This design comes from an exercise in tuning for small area on the open sky130 flow, not from production work.
Function was checked by simulation only, so behaviour that the tests miss may differ from the original.

==> design.v <==
`timescale 1ns / 1ps
module Signed_Mult_tap(
   input 	 	[1:0] rxin,		 
	input			[1:0] preamble,	 
	output 	 	[1:0] mult_out_Re, mult_out_Im   
    );
wire cmp1_Re = (rxin[0] == preamble[0]);
wire cmp2_Re = (rxin[1] == preamble[1]);
assign mult_out_Re[0] =  (cmp1_Re == cmp2_Re);
assign mult_out_Re[1] = ~(cmp1_Re |  cmp2_Re);
wire cmp1_Im = (rxin[1] == preamble[0]);
wire cmp2_Im = (rxin[0] == preamble[1]);
assign mult_out_Im[0] = ~(  cmp1_Im == cmp2_Im);
assign mult_out_Im[1] =  ((~cmp1_Im) & cmp2_Im);
endmodule
`timescale 1ns / 1ps
module Delay_reg #(parameter WIDTH = 32)(
	input 	clk,
	input 	ena,
	input 	  [WIDTH - 1:0] dat_in,
	output reg [WIDTH - 1:0] dat_out
    );
always @(posedge clk) begin
	if (ena) 	dat_out <= dat_in;
end
endmodule
`timescale 1ns / 1ps
module Appr_Mag #(parameter WIDTH = 7)(
	input 						clk, rst, ena,
	input 	[WIDTH-1:0] 	real_in, imag_in,
	output reg [WIDTH-1:0]	mag,
	output reg					val
    );
wire [WIDTH-1:0] real_abs = real_in[WIDTH-1] ? (~real_in + 1'b1) : real_in;
wire [WIDTH-1:0] imag_abs = imag_in[WIDTH-1] ? (~imag_in + 1'b1) : imag_in;
wire [WIDTH-1:0] mag_c = (real_abs > imag_abs) ? (real_abs + (imag_abs >> 1)) : (imag_abs + (real_abs >> 1));
always @(posedge clk) begin
	if (rst) val <= 1'b0;
	else     val <= ena;
	if (ena) mag <= mag_c;
end
endmodule
module Signed_Correlator(
	input 	clk,
	input 	ena,
	input 	mask,
	input 	[1:0] CR_in,	 
	output  [6:0] CR_out_Re, CR_out_Im
   );
localparam [127:0] SYNCH_KNOWN_COEFF = 128'h25e10b5fe7dea25873fac37d4a4960a8;
wire [62:0] sr_re, sr_im;
Delay_reg #(.WIDTH(63)) SR_Re(.clk(clk), .ena(ena), .dat_in({CR_in[0], sr_re[62:1]}), .dat_out(sr_re));
Delay_reg #(.WIDTH(63)) SR_Im(.clk(clk), .ena(ena), .dat_in({CR_in[1], sr_im[62:1]}), .dat_out(sr_im));
wire e1 = ~sr_re[0] & ~mask;
wire e2 = ~sr_im[0] | mask;
wire [6:0] U, V;
wire fs1;
wire fc2;
wire fs3;
wire fc4;
wire fs5;
wire fc6;
wire fs7;
wire fc8;
wire fs9;
wire fc10;
wire fs11;
wire fc12;
wire fs13;
wire fc14;
wire fs15;
wire fc16;
wire fs17;
wire fc18;
wire fs19;
wire fc20;
wire fs21;
wire fc22;
wire fs23;
wire fc24;
wire fs25;
wire fc26;
wire fs27;
wire fc28;
wire fs29;
wire fc30;
wire fs31;
wire fc32;
wire fs33;
wire fc34;
wire fs35;
wire fc36;
wire fs37;
wire fc38;
wire fs39;
wire fc40;
wire fs41;
wire fc42;
wire fs43;
wire fc44;
wire fs45;
wire fc46;
wire fs47;
wire fc48;
wire fs49;
wire fc50;
wire fs51;
wire fc52;
wire fs53;
wire fc54;
wire fs55;
wire fc56;
wire fs57;
wire fc58;
wire fs59;
wire fc60;
wire fs61;
wire fc62;
wire hs63;
wire hc64;
wire fs65;
wire fc66;
wire fs67;
wire fc68;
wire fs69;
wire fc70;
wire fs71;
wire fc72;
wire fs73;
wire fc74;
wire fs75;
wire fc76;
wire fs77;
wire fc78;
wire fs79;
wire fc80;
wire fs81;
wire fc82;
wire fs83;
wire fc84;
wire fs85;
wire fc86;
wire fs87;
wire fc88;
wire fs89;
wire fc90;
wire fs91;
wire fc92;
wire fs93;
wire fc94;
wire hs95;
wire hc96;
wire fs97;
wire fc98;
wire fs99;
wire fc100;
wire fs101;
wire fc102;
wire fs103;
wire fc104;
wire fs105;
wire fc106;
wire fs107;
wire fc108;
wire fs109;
wire fc110;
wire hs111;
wire hc112;
wire fs113;
wire fc114;
wire fs115;
wire fc116;
wire fs117;
wire fc118;
wire hs119;
wire hc120;
wire fs121;
wire fc122;
wire hs123;
wire hc124;
wire hs125;
wire hc126;
wire fs127;
wire fc128;
wire fs129;
wire fc130;
wire fs131;
wire fc132;
wire fs133;
wire fc134;
wire fs135;
wire fc136;
wire fs137;
wire fc138;
wire fs139;
wire fc140;
wire fs141;
wire fc142;
wire fs143;
wire fc144;
wire fs145;
wire fc146;
wire fs147;
wire fc148;
wire fs149;
wire fc150;
wire fs151;
wire fc152;
wire fs153;
wire fc154;
wire fs155;
wire fc156;
wire fs157;
wire fc158;
wire fs159;
wire fc160;
wire fs161;
wire fc162;
wire fs163;
wire fc164;
wire fs165;
wire fc166;
wire fs167;
wire fc168;
wire fs169;
wire fc170;
wire fs171;
wire fc172;
wire fs173;
wire fc174;
wire fs175;
wire fc176;
wire fs177;
wire fc178;
wire fs179;
wire fc180;
wire fs181;
wire fc182;
wire fs183;
wire fc184;
wire fs185;
wire fc186;
wire fs187;
wire fc188;
wire hs189;
wire hc190;
wire fs191;
wire fc192;
wire fs193;
wire fc194;
wire fs195;
wire fc196;
wire fs197;
wire fc198;
wire fs199;
wire fc200;
wire fs201;
wire fc202;
wire fs203;
wire fc204;
wire fs205;
wire fc206;
wire fs207;
wire fc208;
wire fs209;
wire fc210;
wire fs211;
wire fc212;
wire fs213;
wire fc214;
wire fs215;
wire fc216;
wire fs217;
wire fc218;
wire fs219;
wire fc220;
wire hs221;
wire hc222;
wire fs223;
wire fc224;
wire fs225;
wire fc226;
wire fs227;
wire fc228;
wire fs229;
wire fc230;
wire fs231;
wire fc232;
wire fs233;
wire fc234;
wire fs235;
wire fc236;
wire hs237;
wire hc238;
wire fs239;
wire fc240;
wire fs241;
wire fc242;
wire fs243;
wire fc244;
wire hs245;
wire hc246;
wire fs247;
wire fc248;
wire hs249;
wire hc250;
wire hs251;
wire hc252;
assign fs1 = sr_im[1] ^ sr_im[2] ^ sr_im[3];
assign fc2 = (sr_im[1] & sr_im[2]) | (sr_im[3] & (sr_im[1] ^ sr_im[2]));
assign fs3 = sr_im[6] ^ sr_im[9] ^ sr_im[12];
assign fc4 = (sr_im[6] & sr_im[9]) | (sr_im[12] & (sr_im[6] ^ sr_im[9]));
assign fs5 = sr_im[13] ^ sr_re[17] ^ sr_re[18];
assign fc6 = (sr_im[13] & sr_re[17]) | (sr_re[18] & (sr_im[13] ^ sr_re[17]));
assign fs7 = sr_re[20] ^ sr_re[23] ^ sr_im[24];
assign fc8 = (sr_re[20] & sr_re[23]) | (sr_im[24] & (sr_re[20] ^ sr_re[23]));
assign fs9 = sr_im[25] ^ sr_re[26] ^ sr_re[27];
assign fc10 = (sr_im[25] & sr_re[26]) | (sr_re[27] & (sr_im[25] ^ sr_re[26]));
assign fs11 = sr_re[28] ^ sr_re[30] ^ sr_im[33];
assign fc12 = (sr_re[28] & sr_re[30]) | (sr_im[33] & (sr_re[28] ^ sr_re[30]));
assign fs13 = sr_im[36] ^ sr_im[38] ^ sr_im[39];
assign fc14 = (sr_im[36] & sr_im[38]) | (sr_im[39] & (sr_im[36] ^ sr_im[38]));
assign fs15 = sr_im[40] ^ sr_re[41] ^ sr_re[43];
assign fc16 = (sr_im[40] & sr_re[41]) | (sr_re[43] & (sr_im[40] ^ sr_re[41]));
assign fs17 = sr_re[44] ^ sr_im[46] ^ sr_re[47];
assign fc18 = (sr_re[44] & sr_im[46]) | (sr_re[47] & (sr_re[44] ^ sr_im[46]));
assign fs19 = sr_re[48] ^ sr_re[49] ^ sr_re[52];
assign fc20 = (sr_re[48] & sr_re[49]) | (sr_re[52] & (sr_re[48] ^ sr_re[49]));
assign fs21 = sr_im[53] ^ sr_im[58] ^ sr_re[59];
assign fc22 = (sr_im[53] & sr_im[58]) | (sr_re[59] & (sr_im[53] ^ sr_im[58]));
assign fs23 = sr_re[4] ^ sr_re[5] ^ sr_im[7];
assign fc24 = (sr_re[4] & sr_re[5]) | (sr_im[7] & (sr_re[4] ^ sr_re[5]));
assign fs25 = sr_im[8] ^ sr_re[10] ^ sr_im[11];
assign fc26 = (sr_im[8] & sr_re[10]) | (sr_im[11] & (sr_im[8] ^ sr_re[10]));
assign fs27 = sr_re[14] ^ sr_im[15] ^ sr_im[16];
assign fc28 = (sr_re[14] & sr_im[15]) | (sr_im[16] & (sr_re[14] ^ sr_im[15]));
assign fs29 = sr_im[19] ^ sr_re[21] ^ sr_re[22];
assign fc30 = (sr_im[19] & sr_re[21]) | (sr_re[22] & (sr_im[19] ^ sr_re[21]));
assign fs31 = sr_re[29] ^ sr_im[31] ^ sr_re[32];
assign fc32 = (sr_re[29] & sr_im[31]) | (sr_re[32] & (sr_re[29] ^ sr_im[31]));
assign fs33 = sr_im[34] ^ sr_im[35] ^ sr_re[37];
assign fc34 = (sr_im[34] & sr_im[35]) | (sr_re[37] & (sr_im[34] ^ sr_im[35]));
assign fs35 = sr_im[42] ^ sr_im[45] ^ sr_im[50];
assign fc36 = (sr_im[42] & sr_im[45]) | (sr_im[50] & (sr_im[42] ^ sr_im[45]));
assign fs37 = sr_im[51] ^ sr_re[54] ^ sr_re[55];
assign fc38 = (sr_im[51] & sr_re[54]) | (sr_re[55] & (sr_im[51] ^ sr_re[54]));
assign fs39 = sr_im[56] ^ sr_re[57] ^ sr_im[60];
assign fc40 = (sr_im[56] & sr_re[57]) | (sr_im[60] & (sr_im[56] ^ sr_re[57]));
assign fs41 = sr_im[62] ^ e1 ^ fs1;
assign fc42 = (sr_im[62] & e1) | (fs1 & (sr_im[62] ^ e1));
assign fs43 = fs3 ^ fs5 ^ fs7;
assign fc44 = (fs3 & fs5) | (fs7 & (fs3 ^ fs5));
assign fs45 = fs9 ^ fs11 ^ fs13;
assign fc46 = (fs9 & fs11) | (fs13 & (fs9 ^ fs11));
assign fs47 = fs15 ^ fs17 ^ fs19;
assign fc48 = (fs15 & fs17) | (fs19 & (fs15 ^ fs17));
assign fs49 = sr_im[61] ^ fs23 ^ fs25;
assign fc50 = (sr_im[61] & fs23) | (fs25 & (sr_im[61] ^ fs23));
assign fs51 = fs27 ^ fs29 ^ fs31;
assign fc52 = (fs27 & fs29) | (fs31 & (fs27 ^ fs29));
assign fs53 = fs33 ^ fs35 ^ fs37;
assign fc54 = (fs33 & fs35) | (fs37 & (fs33 ^ fs35));
assign fs55 = fs21 ^ fs41 ^ fs43;
assign fc56 = (fs21 & fs41) | (fs43 & (fs21 ^ fs41));
assign fs57 = fs39 ^ fs49 ^ fs51;
assign fc58 = (fs39 & fs49) | (fs51 & (fs39 ^ fs49));
assign fs59 = fs45 ^ fs47 ^ fs55;
assign fc60 = (fs45 & fs47) | (fs55 & (fs45 ^ fs47));
assign fs61 = fs53 ^ fs57 ^ CR_in[0];
assign fc62 = (fs53 & fs57) | (CR_in[0] & (fs53 ^ fs57));
assign hs63 = fs59 ^ ~fs61;
assign hc64 = fs59 & ~fs61;
assign fs65 = fc2 ^ fc4 ^ fc6;
assign fc66 = (fc2 & fc4) | (fc6 & (fc2 ^ fc4));
assign fs67 = fc8 ^ fc10 ^ fc12;
assign fc68 = (fc8 & fc10) | (fc12 & (fc8 ^ fc10));
assign fs69 = fc14 ^ fc16 ^ fc18;
assign fc70 = (fc14 & fc16) | (fc18 & (fc14 ^ fc16));
assign fs71 = fc24 ^ fc26 ^ fc28;
assign fc72 = (fc24 & fc26) | (fc28 & (fc24 ^ fc26));
assign fs73 = fc30 ^ fc32 ^ fc34;
assign fc74 = (fc30 & fc32) | (fc34 & (fc30 ^ fc32));
assign fs75 = fc36 ^ fc38 ^ fc40;
assign fc76 = (fc36 & fc38) | (fc40 & (fc36 ^ fc38));
assign fs77 = fc20 ^ fc22 ^ fc42;
assign fc78 = (fc20 & fc22) | (fc42 & (fc20 ^ fc22));
assign fs79 = fc44 ^ fc46 ^ fc48;
assign fc80 = (fc44 & fc46) | (fc48 & (fc44 ^ fc46));
assign fs81 = fs65 ^ fs67 ^ fs69;
assign fc82 = (fs65 & fs67) | (fs69 & (fs65 ^ fs67));
assign fs83 = fc50 ^ fc52 ^ fc54;
assign fc84 = (fc50 & fc52) | (fc54 & (fc50 ^ fc52));
assign fs85 = fs71 ^ fs73 ^ fs75;
assign fc86 = (fs71 & fs73) | (fs75 & (fs71 ^ fs73));
assign fs87 = fc56 ^ fs77 ^ fs79;
assign fc88 = (fc56 & fs77) | (fs79 & (fc56 ^ fs77));
assign fs89 = fc58 ^ fs83 ^ fs85;
assign fc90 = (fc58 & fs83) | (fs85 & (fc58 ^ fs83));
assign fs91 = fs81 ^ fc60 ^ fs87;
assign fc92 = (fs81 & fc60) | (fs87 & (fs81 ^ fc60));
assign fs93 = fs91 ^ hc64 ^ ~fs89;
assign fc94 = (fs91 & hc64) | (~fs89 & (fs91 ^ hc64));
assign hs95 = ~fc62 ^ fs93;
assign hc96 = ~fc62 & fs93;
assign fs97 = fc66 ^ fc68 ^ fc70;
assign fc98 = (fc66 & fc68) | (fc70 & (fc66 ^ fc68));
assign fs99 = fc72 ^ fc74 ^ fc76;
assign fc100 = (fc72 & fc74) | (fc76 & (fc72 ^ fc74));
assign fs101 = fc78 ^ fc80 ^ fc82;
assign fc102 = (fc78 & fc80) | (fc82 & (fc78 ^ fc80));
assign fs103 = fc84 ^ fc86 ^ fs99;
assign fc104 = (fc84 & fc86) | (fs99 & (fc84 ^ fc86));
assign fs105 = fs97 ^ fc88 ^ fs101;
assign fc106 = (fs97 & fc88) | (fs101 & (fs97 ^ fc88));
assign fs107 = fc92 ^ fs105 ^ fc94;
assign fc108 = (fc92 & fs105) | (fc94 & (fc92 ^ fs105));
assign fs109 = hc96 ^ fs107 ^ ~fc90;
assign fc110 = (hc96 & fs107) | (~fc90 & (hc96 ^ fs107));
assign hs111 = ~fs103 ^ fs109;
assign hc112 = ~fs103 & fs109;
assign fs113 = fc98 ^ fc102 ^ fc106;
assign fc114 = (fc98 & fc102) | (fc106 & (fc98 ^ fc102));
assign fs115 = fs113 ^ fc108 ^ fc110;
assign fc116 = (fs113 & fc108) | (fc110 & (fs113 ^ fc108));
assign fs117 = hc112 ^ fs115 ^ ~fc100;
assign fc118 = (hc112 & fs115) | (~fc100 & (hc112 ^ fs115));
assign hs119 = ~fc104 ^ fs117;
assign hc120 = ~fc104 & fs117;
assign fs121 = fc114 ^ fc116 ^ fc118;
assign fc122 = (fc114 & fc116) | (fc118 & (fc114 ^ fc116));
assign hs123 = hc120 ^ fs121;
assign hc124 = hc120 & fs121;
assign hs125 = fc122 ^ hc124;
assign hc126 = fc122 & hc124;
assign U = {hc126, hs125, hs123, hs119, hs111, hs95, hs63};
assign fs127 = sr_re[7] ^ sr_re[8] ^ sr_re[11];
assign fc128 = (sr_re[7] & sr_re[8]) | (sr_re[11] & (sr_re[7] ^ sr_re[8]));
assign fs129 = sr_re[15] ^ sr_re[16] ^ sr_im[17];
assign fc130 = (sr_re[15] & sr_re[16]) | (sr_im[17] & (sr_re[15] ^ sr_re[16]));
assign fs131 = sr_im[18] ^ sr_re[19] ^ sr_im[20];
assign fc132 = (sr_im[18] & sr_re[19]) | (sr_im[20] & (sr_im[18] ^ sr_re[19]));
assign fs133 = sr_im[23] ^ sr_im[26] ^ sr_im[27];
assign fc134 = (sr_im[23] & sr_im[26]) | (sr_im[27] & (sr_im[23] ^ sr_im[26]));
assign fs135 = sr_im[28] ^ sr_im[30] ^ sr_re[31];
assign fc136 = (sr_im[28] & sr_im[30]) | (sr_re[31] & (sr_im[28] ^ sr_im[30]));
assign fs137 = sr_re[34] ^ sr_re[35] ^ sr_im[41];
assign fc138 = (sr_re[34] & sr_re[35]) | (sr_im[41] & (sr_re[34] ^ sr_re[35]));
assign fs139 = sr_re[42] ^ sr_im[43] ^ sr_im[44];
assign fc140 = (sr_re[42] & sr_im[43]) | (sr_im[44] & (sr_re[42] ^ sr_im[43]));
assign fs141 = sr_re[45] ^ sr_im[47] ^ sr_im[48];
assign fc142 = (sr_re[45] & sr_im[47]) | (sr_im[48] & (sr_re[45] ^ sr_im[47]));
assign fs143 = sr_im[49] ^ sr_re[50] ^ sr_re[51];
assign fc144 = (sr_im[49] & sr_re[50]) | (sr_re[51] & (sr_im[49] ^ sr_re[50]));
assign fs145 = sr_im[52] ^ sr_re[56] ^ sr_im[59];
assign fc146 = (sr_im[52] & sr_re[56]) | (sr_im[59] & (sr_im[52] ^ sr_re[56]));
assign fs147 = sr_re[1] ^ sr_re[2] ^ sr_re[3];
assign fc148 = (sr_re[1] & sr_re[2]) | (sr_re[3] & (sr_re[1] ^ sr_re[2]));
assign fs149 = sr_im[4] ^ sr_im[5] ^ sr_re[6];
assign fc150 = (sr_im[4] & sr_im[5]) | (sr_re[6] & (sr_im[4] ^ sr_im[5]));
assign fs151 = sr_re[9] ^ sr_im[10] ^ sr_re[12];
assign fc152 = (sr_re[9] & sr_im[10]) | (sr_re[12] & (sr_re[9] ^ sr_im[10]));
assign fs153 = sr_re[13] ^ sr_im[14] ^ sr_im[21];
assign fc154 = (sr_re[13] & sr_im[14]) | (sr_im[21] & (sr_re[13] ^ sr_im[14]));
assign fs155 = sr_im[22] ^ sr_re[24] ^ sr_re[25];
assign fc156 = (sr_im[22] & sr_re[24]) | (sr_re[25] & (sr_im[22] ^ sr_re[24]));
assign fs157 = sr_im[29] ^ sr_im[32] ^ sr_re[33];
assign fc158 = (sr_im[29] & sr_im[32]) | (sr_re[33] & (sr_im[29] ^ sr_im[32]));
assign fs159 = sr_re[36] ^ sr_im[37] ^ sr_re[38];
assign fc160 = (sr_re[36] & sr_im[37]) | (sr_re[38] & (sr_re[36] ^ sr_im[37]));
assign fs161 = sr_re[39] ^ sr_re[40] ^ sr_re[46];
assign fc162 = (sr_re[39] & sr_re[40]) | (sr_re[46] & (sr_re[39] ^ sr_re[40]));
assign fs163 = sr_re[53] ^ sr_im[54] ^ sr_im[55];
assign fc164 = (sr_re[53] & sr_im[54]) | (sr_im[55] & (sr_re[53] ^ sr_im[54]));
assign fs165 = sr_im[57] ^ sr_re[58] ^ sr_re[62];
assign fc166 = (sr_im[57] & sr_re[58]) | (sr_re[62] & (sr_im[57] ^ sr_re[58]));
assign fs167 = sr_re[60] ^ sr_re[61] ^ e2;
assign fc168 = (sr_re[60] & sr_re[61]) | (e2 & (sr_re[60] ^ sr_re[61]));
assign fs169 = fs127 ^ fs129 ^ fs131;
assign fc170 = (fs127 & fs129) | (fs131 & (fs127 ^ fs129));
assign fs171 = fs133 ^ fs135 ^ fs137;
assign fc172 = (fs133 & fs135) | (fs137 & (fs133 ^ fs135));
assign fs173 = fs139 ^ fs141 ^ fs143;
assign fc174 = (fs139 & fs141) | (fs143 & (fs139 ^ fs141));
assign fs175 = fs147 ^ fs149 ^ fs151;
assign fc176 = (fs147 & fs149) | (fs151 & (fs147 ^ fs149));
assign fs177 = fs153 ^ fs155 ^ fs157;
assign fc178 = (fs153 & fs155) | (fs157 & (fs153 ^ fs155));
assign fs179 = fs159 ^ fs161 ^ fs163;
assign fc180 = (fs159 & fs161) | (fs163 & (fs159 ^ fs161));
assign fs181 = fs145 ^ fs167 ^ fs169;
assign fc182 = (fs145 & fs167) | (fs169 & (fs145 ^ fs167));
assign fs183 = fs165 ^ fs175 ^ fs177;
assign fc184 = (fs165 & fs175) | (fs177 & (fs165 ^ fs175));
assign fs185 = fs171 ^ fs173 ^ fs181;
assign fc186 = (fs171 & fs173) | (fs181 & (fs171 ^ fs173));
assign fs187 = fs179 ^ fs183 ^ CR_in[1];
assign fc188 = (fs179 & fs183) | (CR_in[1] & (fs179 ^ fs183));
assign hs189 = fs185 ^ ~fs187;
assign hc190 = fs185 & ~fs187;
assign fs191 = fc128 ^ fc130 ^ fc132;
assign fc192 = (fc128 & fc130) | (fc132 & (fc128 ^ fc130));
assign fs193 = fc134 ^ fc136 ^ fc138;
assign fc194 = (fc134 & fc136) | (fc138 & (fc134 ^ fc136));
assign fs195 = fc140 ^ fc142 ^ fc144;
assign fc196 = (fc140 & fc142) | (fc144 & (fc140 ^ fc142));
assign fs197 = fc148 ^ fc150 ^ fc152;
assign fc198 = (fc148 & fc150) | (fc152 & (fc148 ^ fc150));
assign fs199 = fc154 ^ fc156 ^ fc158;
assign fc200 = (fc154 & fc156) | (fc158 & (fc154 ^ fc156));
assign fs201 = fc160 ^ fc162 ^ fc164;
assign fc202 = (fc160 & fc162) | (fc164 & (fc160 ^ fc162));
assign fs203 = fc146 ^ fc168 ^ fc170;
assign fc204 = (fc146 & fc168) | (fc170 & (fc146 ^ fc168));
assign fs205 = fc172 ^ fc174 ^ fs191;
assign fc206 = (fc172 & fc174) | (fs191 & (fc172 ^ fc174));
assign fs207 = fc166 ^ fc176 ^ fc178;
assign fc208 = (fc166 & fc176) | (fc178 & (fc166 ^ fc176));
assign fs209 = fc180 ^ fs197 ^ fs199;
assign fc210 = (fc180 & fs197) | (fs199 & (fc180 ^ fs197));
assign fs211 = fs193 ^ fs195 ^ fc182;
assign fc212 = (fs193 & fs195) | (fc182 & (fs193 ^ fs195));
assign fs213 = fs201 ^ fc184 ^ fs207;
assign fc214 = (fs201 & fc184) | (fs207 & (fs201 ^ fc184));
assign fs215 = fs203 ^ fs205 ^ fc186;
assign fc216 = (fs203 & fs205) | (fc186 & (fs203 ^ fs205));
assign fs217 = fs209 ^ fs213 ^ fc188;
assign fc218 = (fs209 & fs213) | (fc188 & (fs209 ^ fs213));
assign fs219 = fs211 ^ fs215 ^ hc190;
assign fc220 = (fs211 & fs215) | (hc190 & (fs211 ^ fs215));
assign hs221 = ~fs217 ^ fs219;
assign hc222 = ~fs217 & fs219;
assign fs223 = fc192 ^ fc194 ^ fc196;
assign fc224 = (fc192 & fc194) | (fc196 & (fc192 ^ fc194));
assign fs225 = fc198 ^ fc200 ^ fc202;
assign fc226 = (fc198 & fc200) | (fc202 & (fc198 ^ fc200));
assign fs227 = fc204 ^ fc206 ^ fs223;
assign fc228 = (fc204 & fc206) | (fs223 & (fc204 ^ fc206));
assign fs229 = fc208 ^ fc210 ^ fs225;
assign fc230 = (fc208 & fc210) | (fs225 & (fc208 ^ fc210));
assign fs231 = fc212 ^ fs227 ^ fc216;
assign fc232 = (fc212 & fs227) | (fc216 & (fc212 ^ fs227));
assign fs233 = fc214 ^ fs229 ^ fc218;
assign fc234 = (fc214 & fs229) | (fc218 & (fc214 ^ fs229));
assign fs235 = fs231 ^ fc220 ^ hc222;
assign fc236 = (fs231 & fc220) | (hc222 & (fs231 ^ fc220));
assign hs237 = ~fs233 ^ fs235;
assign hc238 = ~fs233 & fs235;
assign fs239 = fc224 ^ fc228 ^ fc232;
assign fc240 = (fc224 & fc228) | (fc232 & (fc224 ^ fc228));
assign fs241 = fc226 ^ fc230 ^ fc234;
assign fc242 = (fc226 & fc230) | (fc234 & (fc226 ^ fc230));
assign fs243 = fs239 ^ fc236 ^ hc238;
assign fc244 = (fs239 & fc236) | (hc238 & (fs239 ^ fc236));
assign hs245 = ~fs241 ^ fs243;
assign hc246 = ~fs241 & fs243;
assign fs247 = fc240 ^ fc244 ^ hc246;
assign fc248 = (fc240 & fc244) | (hc246 & (fc240 ^ fc244));
assign hs249 = ~fc242 ^ fs247;
assign hc250 = ~fc242 & fs247;
assign hs251 = fc248 ^ hc250;
assign hc252 = fc248 & hc250;
assign V = {hc252, hs251, hs249, hs245, hs237, hs221, hs189};
wire [7:0] rc, ic;
wire [6:0] re_s, im_s;
assign rc[0] = 1'b0;
assign ic[0] = ~mask;
genvar i;
generate
	for (i = 0; i < 7; i = i + 1) begin: fin
		assign re_s[i]  = U[i] ^ V[i] ^ rc[i];
		assign rc[i+1]  = (U[i] & V[i]) | (rc[i] & (U[i] ^ V[i]));
		assign im_s[i]  = ~U[i] ^ V[i] ^ ic[i];
		assign ic[i+1]  = (~U[i] & V[i]) | (ic[i] & (~U[i] ^ V[i]));
	end
endgenerate
assign CR_out_Re = {~re_s[6], re_s[5:0]};
assign CR_out_Im = im_s;
endmodule
`timescale 1ns / 1ps
module Fine_Time_Synch(
   input clk, rst,
	input 				cyc_i, 
	input					stb_i,
	output 				ack_o,
	output reg [31:0]	dat_out,
	output reg			cyc_o, stb_o, 
	output				we_o,
	input					ack_i,
	input [31:0] 		dat_in,
	input 				dat_in_val,
	output reg			time_syn_run,	
	output 				out_halt
	);
reg	time_syn_done;	
wire 	fine_Time_ena = dat_in_val & time_syn_run;
reg 	cyc_i_pp;
always @(posedge clk)begin 
	if(rst) cyc_i_pp <= 1'b0;
	else    cyc_i_pp <= cyc_i;
end
wire cyc_rise = cyc_i & (~cyc_i_pp);
always @(posedge clk)begin 
	if(rst) 									time_syn_run <= 1'b0;
	else if (cyc_rise) 					time_syn_run <= 1'b1;
	else if (time_syn_done) 			time_syn_run <= 1'b0;
end
reg [6:0] CR_peak_dec_cnt;  
always @(posedge clk)begin 
	if(rst) 										CR_peak_dec_cnt <= 7'd0;
	else if (cyc_rise) 						CR_peak_dec_cnt <= 7'd0;
	else if (fine_Time_ena) 				CR_peak_dec_cnt <= CR_peak_dec_cnt + 1'b1;
end
wire cnt_63  = (CR_peak_dec_cnt == 7'd63);
wire cnt_127 = (CR_peak_dec_cnt == 7'd127);
reg CR_seen;
always @(posedge clk)begin 
	if(rst) 										CR_seen <= 1'b0;
	else if (cnt_63 | (cyc_rise & (fine_Time_ena | (|CR_peak_dec_cnt)))) CR_seen <= 1'b1;
end
wire [1:0]	CR_in  = {dat_in[31], dat_in[15]};
wire [6:0] 	CR_out_Re, CR_out_Im;
Signed_Correlator Signed_Correlator_ins(
	.clk(clk),
	.ena(fine_Time_ena),
	.mask(~CR_seen),
	.CR_in(CR_in),
	.CR_out_Re(CR_out_Re), 
	.CR_out_Im(CR_out_Im)
   );
wire [6:0] CR_out_mag;
wire       CR_out_mag_val;
Appr_Mag #(.WIDTH(7)) CR_out_mag_ins(
	.clk(clk),  .rst(rst), .ena(fine_Time_ena),
	.real_in(CR_out_Re), 
	.imag_in(CR_out_Im),
	.mag(CR_out_mag),		
	.val(CR_out_mag_val)	 
    );
reg CR_peak_dec_ena;
always @(posedge clk)begin 
	if(rst) 							CR_peak_dec_ena <= 1'b0;
	else if (cnt_63) 				CR_peak_dec_ena <= 1'b1;
	else if (cnt_127)				CR_peak_dec_ena <= 1'b0;
end
reg [6:0] CR_max;
wire 		 CR_cmp = (CR_max < CR_out_mag);
wire		 CR_new = CR_peak_dec_ena & CR_cmp;
always @(posedge clk)begin 
	if(rst)							CR_max	<= 7'd0;
	else if (cyc_rise) 			CR_max	<= 7'd0;
	else if (CR_new) 				CR_max	<= CR_out_mag;
end
reg       syn_run;
reg [4:0] syn_cnt;
always @(posedge clk)begin 
	if(rst)												syn_run	<= 1'b0;
	else if (cnt_63 | CR_new) 						syn_run	<= 1'b1;
	else if (CR_out_mag_val & syn_run) 			syn_run	<= ~(&syn_cnt);
	else if (~cyc_i) 									syn_run	<= 1'b0;
end
always @(posedge clk)begin 
	if (cnt_63 | CR_new) 							syn_cnt	<= 5'd0;
	else if (CR_out_mag_val) 						syn_cnt	<= syn_cnt + 1'b1;
end
wire syn_dec = syn_run & (syn_cnt == 5'b11110);
always @(posedge clk)begin 
	if(rst) 										time_syn_done <= 1'b0;
	else if (cyc_rise)						time_syn_done <= 1'b0;
	else if (syn_dec) 						time_syn_done <= 1'b1;
	else if (~cyc_i & (~dat_in_val) ) 	time_syn_done <= 1'b0;
end
always @(posedge clk)begin 
	if ((~out_halt) & time_syn_done)	dat_out <= dat_in;
end
always @(posedge clk)begin 
	if(rst) 	begin
			cyc_o	  <= 1'b0;
			stb_o	  <= 1'b0;
			end
	else if ((~out_halt) & time_syn_done) begin
			cyc_o	  <= 1'b1;
			stb_o	  <= dat_in_val;
			end
	else if (~cyc_i & (~dat_in_val)) 	begin			
			cyc_o	  <= 1'b0;
			stb_o	  <= 1'b0;
			end
end
assign  out_halt 	= stb_o & (~ack_i);
assign  ack_o 		= (cyc_i & stb_i & (~out_halt));
assign  we_o 		= stb_o;
endmodule
==> run.sh <==
#!/bin/bash
# synth_recipe.tcl (not shown) runs the flow's synth.tcl, then flattens the netlist and writes it again
# the make line also repeats each setting of config.mk as NAME=value (left out here)
make -C /OpenROAD-flow-scripts/flow DESIGN_CONFIG=/design/flow/config.mk WORK_HOME=/design/flow/orfs CLKGATE_MAP_FILE= SYNTH_SCRIPT=/design/flow/synth_recipe.tcl finish
==> config.mk <==
export PLATFORM = sky130hd
export DESIGN_NAME = Fine_Time_Synch
export DESIGN_NICKNAME = Fine_Time_Synch
export VERILOG_FILES = /design/flow/design.v
export SDC_FILE = /design/flow/constraint.sdc
export NUM_CORES = 4
export LEC_CHECK = 0
export CAP_MARGIN = 20
export CORE_MARGIN = 2
export CORE_UTILIZATION = 40
export SLEW_MARGIN = 20
==> constraint.sdc <==
create_clock -name core_clock -period 10.0 [get_ports {clk}]
set_input_delay 2.0000 -clock core_clock [delete_from_list [all_inputs] [get_ports {clk}]]
set_output_delay 2.0000 -clock core_clock [all_outputs]
set_load 0.01 [all_outputs]
==> flow_results.org <==
** Outcome
- The run finished with no timing, DRC or antenna violations.

** Logic synthesis
- The synthesized design contains between 150 and 200 register bits.
- Among all flip-flop cells after synthesis, the most frequent one is edfxtp_1.
- Async set-reset flop share out of synthesis :: 0%
- Portion of the post-synthesis area used by sequential elements :: between 50% and 60%
- Most frequent cells after synthesis :: inv_1 (180), edfxtp_1 (165), fa_1 (126), ha_1 (37), nor2_1 (34)
- The synthesized netlist occupies a cell area of 10500 um2.
- Cell count after synthesis :: 721
- A synthesized cell averages 14.5 um2.
- Count of warnings emitted by yosys :: 3
- In the post-synthesis netlist, the biggest area contributors are edfxtp_1 (47%), fa_1 (24%), inv_1 (6.5%).
- Distinct cell type count after synthesis :: 47
- Most frequent cell after synthesis :: inv_1
- Portion of synthesized cell area occupied by the leading cell type :: 47.3%
- Counting flops with a built-in enable in the synthesized netlist gives approximately 170.
- Summed over all instances, the cell type with the most area after synthesis is edfxtp_1.
- Synthesis produced a netlist with a net count of 922.

** Routing
- Post-detailed-routing wire length :: 18.6 mm
- Dividing the detail-routed via count by the number of cells gives 4.55.
- Average wire per cell in the routed design :: 15.8 um
- Number of detailed-routing iterations run before antenna repair :: 4
- After detailed routing, the number of remaining DRC violations is 0.
- Via count of the routed design :: 5369
- In this run the remaining antenna-violating nets after routing total 0.
- In this run, the number of DRC markers left after iteration 0 of detailed routing was between 300 and 400.

** Place
- Inst Count DP :: 1145
- Placer Congestion :: between 0.8 and 0.9
- Detail Placement HPWL :: 14.5 mm
- Placed cell areas :: 11800 um2
- Quantity of I/O buffers inserted on ports :: 75

** STA
- For the finished layout, the period the worst path requires is 9.82 ns.
- The final-report max-slew violation count was 0.
- Timing would allow up to 102 MHz.
- The count of final hold-check violations was 0.
- Setup Viol. Count Final :: 0
- Skew final :: 0.0134 ns
- Fin Hold WS :: 0.451 ns
- Worst slew margin :: between 30 and 40%
- Worst Tran Pin Value :: between 0.9 and 1 ns
- Of the available clock period, the critical path in the final layout requires 98.2%.
- Setup repair after global routing missed its margin :: yes

** Cells and area
- Core Util, Final :: 48.3%
- Compared with the post-synthesis result, the final layout area differs by 19.1%.
- Once layout is done, the placed cells without fillers occupy 12500 um2.
- Layout fillers :: 2241
- Final cell count without fillers :: 1180
- In the final layout, the share of cells above drive strength 1 is 11.1%.
- # nets final :: 1033
- The repair_antennas step left the layout with diodes totalling 0.

** Setup path
- Critical path class :: reg -> reg
- Counting both buffers and inverters, the worst setup path holds a total of 13.
- Crit-path max cell delay :: 0.63 ns
- Most frequent cell on the critical path :: inv_2
- Required time worst endpoint :: 10.20 ns
- Critical Path Start Type :: register
- At the worst endpoint, the arrival time is 10.02 ns.
- Maximum fanout along the worst path :: 4
- Family of cells with the greatest summed delay on the critical path :: adder cells
- Slowest CP cell :: fa_2
- Setup crit end kind :: register

** Global route
- The number of antenna violations at the first check in global routing was 0.
- Global routing finished with a remaining overflow of 0.
- Largest net degree at the start of global routing :: 73
- GRT Total Usage :: 14.2%
- Wire length of the first global-routing pass :: 29.9 mm
- The number of global-route vias before repair is 5519.

** Die
- After floorplanning, the core was sized to cover 25800 um2.
- The floorplan step defined a die boundary enclosing 27500 um2.
- The initialized floorplan defines 59 standard-cell rows.
- The floorplan step set the die width to ~170 um.
- Initial core utilization :: 40.5%
- The die is between 150 and 200 um tall.
- Pin placement for this block handled 76 I/O pins.

** Clock network
- The tree built by TritonCTS fans out to 193 sinks.
- After clock tree synthesis, the clock-pin slew on the worst setup and hold paths is 0.08 ns.
- CTS tree :: yes
- Number of buffers between clock root and the deepest sink :: 2
- CTS built an H-tree with a depth of 4.
- For the worst-skew pair, the clock arrives at the later sink with an insertion delay of between 0.4 and 0.5 ns.
- Number of buffers added to fix hold violations after cts :: 0
- Root Buffer Master :: clkbuf_16
- Number of clock buffers inserted by TritonCTS :: 17

** Hold path
- The min-delay analysis places its worst path in the category reg -> reg.

** Job
- Max capacitance violation total :: 0
[final cells by class]
cell class / instances / area (um2) / share of cell area (%)
flip-flops and latches: 193 / 5520 / 44.2
multi-input cells: 344 / 4310 / 34.6
repair buffers: 96 / 916 / 7.35
inverters: 180 / 681 / 5.46
clock buffers: 17 / 425 / 3.41
well taps: 335 / 419 / 3.36
clock inverters: 15 / 199 / 1.60
[what timing repair did]
item | CTS | global route
pin swaps | 4 | 15
setup buffers | 1 | 2
endpoints found under the setup margin | 7 | 7
resized for setup | 5 | 23
endpoints found under the hold margin | 0 | 0
[registers in the layout, indices dropped and copies added, names as in the netlist]
name and count:
CR_max 7, CR_out_mag_ins.mag 7, CR_out_mag_ins.val 1, CR_peak_dec_cnt 7
CR_peak_dec_ena 1, CR_seen 1, Signed_Correlator_ins.SR_Im.dat_out 63, Signed_Correlator_ins.SR_Re.dat_out 63
cyc_i_pp 1, cyc_o 1, dat_out 32, stb_o 1
syn_cnt 5, syn_run 1, time_syn_done 1, time_syn_run 1
[final timing paths]
check | slack (ns) | depth (start not counted) | to | from
min reg2reg | 0.45 | 0 | Signed_Correlator_ins.SR_Im.dat_out[19] | Signed_Correlator_ins.SR_Im.dat_out[20]
max | 0.18 | 39 | CR_out_mag_ins.mag[1] | Signed_Correlator_ins.SR_Re.dat_out[11]
min | 0.45 | 0 | Signed_Correlator_ins.SR_Im.dat_out[19] | Signed_Correlator_ins.SR_Im.dat_out[20]
max reg2reg | 0.18 | 39 | CR_out_mag_ins.mag[1] | Signed_Correlator_ins.SR_Re.dat_out[11]
[layout by cell type (no fill, tap or decap), types with 3 or more instances in the layout]
master / n
inv_1: 169
edfxtp_1: 165
fa_1: 120
clkdlybuf4s50_1: 75
nor2_1: 34
ha_1: 33
dfxtp_1: 28
buf_4: 19
xnor2_1: 17
clkbuf_16: 17
nand2_1: 16
a21oi_1: 16
xor2_1: 11
mux2i_1: 11
inv_2: 9
nand2b_1: 7
clkinv_8: 7
a21o_1: 6
fa_2: 6
o21ai_0: 5
nand3_1: 5
nor3_1: 4
mux2_4: 4
maj3_2: 4
and3_1: 4
o21a_1: 3
ha_2: 3
inv_8: 3
inv_6: 3
[stage by stage]
| stage | setup slack (ns) | TNS [ns] |
|---|---|---|
| after detailed placement | -0.255 | -1.57 |
| after global placement | -0.193 | -1.12 |
| final | 0.178 | 0 |
| after floorplan | 0.248 | 0 |
| after CTS | 0.0410 | 0 |
| after global routing | -0.141 | -0.796 |
[routing by layer]
metal	GRT usage, %	share of wire (%)	routed length (um)
met5	0	0	0
met4	3.63	1.1	205
met3	3.48	4.9	905
met2	20.9	44	8150
met1	21.3	50	9330
[kinds of logic after synthesis]
logic type               after synthesis  synth area share [%]
multiplexers                          17                  1.78
AND/OR/NAND/NOR                       82                  3.68
XOR/XNOR                              33                  3.38
adder cells (fa/ha/maj)              169                  29.1
AO/OA/AOI/OAI                         43                  2.67
buffers and inverters                184                  6.64
flip-flops                           193                  52.7
[worst reg2reg max path, delay by kind of cell (launching register included)]
| kind | cells | cell delay (ns) |
|---|---|---|
| adders and majority gates | 20 | 7.10 |
| AOI/OAI and AO/OA | 2 | 0.30 |
| and+or+nand+nor | 1 | 0.14 |
| DFF | 1 | 0.42 |
| buffers and inverters | 13 | 0.75 |
| muxes | 2 | 0.51 |
| xor gates and xnor gates | 1 | 0.34 |

-- separate check: timing with driven ports --
How much do the figures lean on ideal ports? The routed layout below was timed once more, with nothing changed but the port constraints.
Step 1 sets driving cells, clkbuf_16 on the clock port and buf_2 on the other inputs (assumed; they add their load-dependent delay and slew).
Step 2 also shifts input and output timing later by t, the mid clock arrival at the registers, as if the neighbouring blocks saw the same clock.
Three values: ideal, step 1, step 2; two values: the first two.
t, ns: 0.486
slack for setup (ns): 0.178 / 0.178 / -0.070
hold slack, ns: 0.451 / 0.451 / 0.451
latest minus earliest clock arrival (ns): 0.018 / 0.019
pins driven straight from the clock port: 1
Met with ideal ports but missed after step 2: setup timing in this run. The setup slack of this run moves by 0.000 ns with the drivers and by -0.248 ns with both steps.
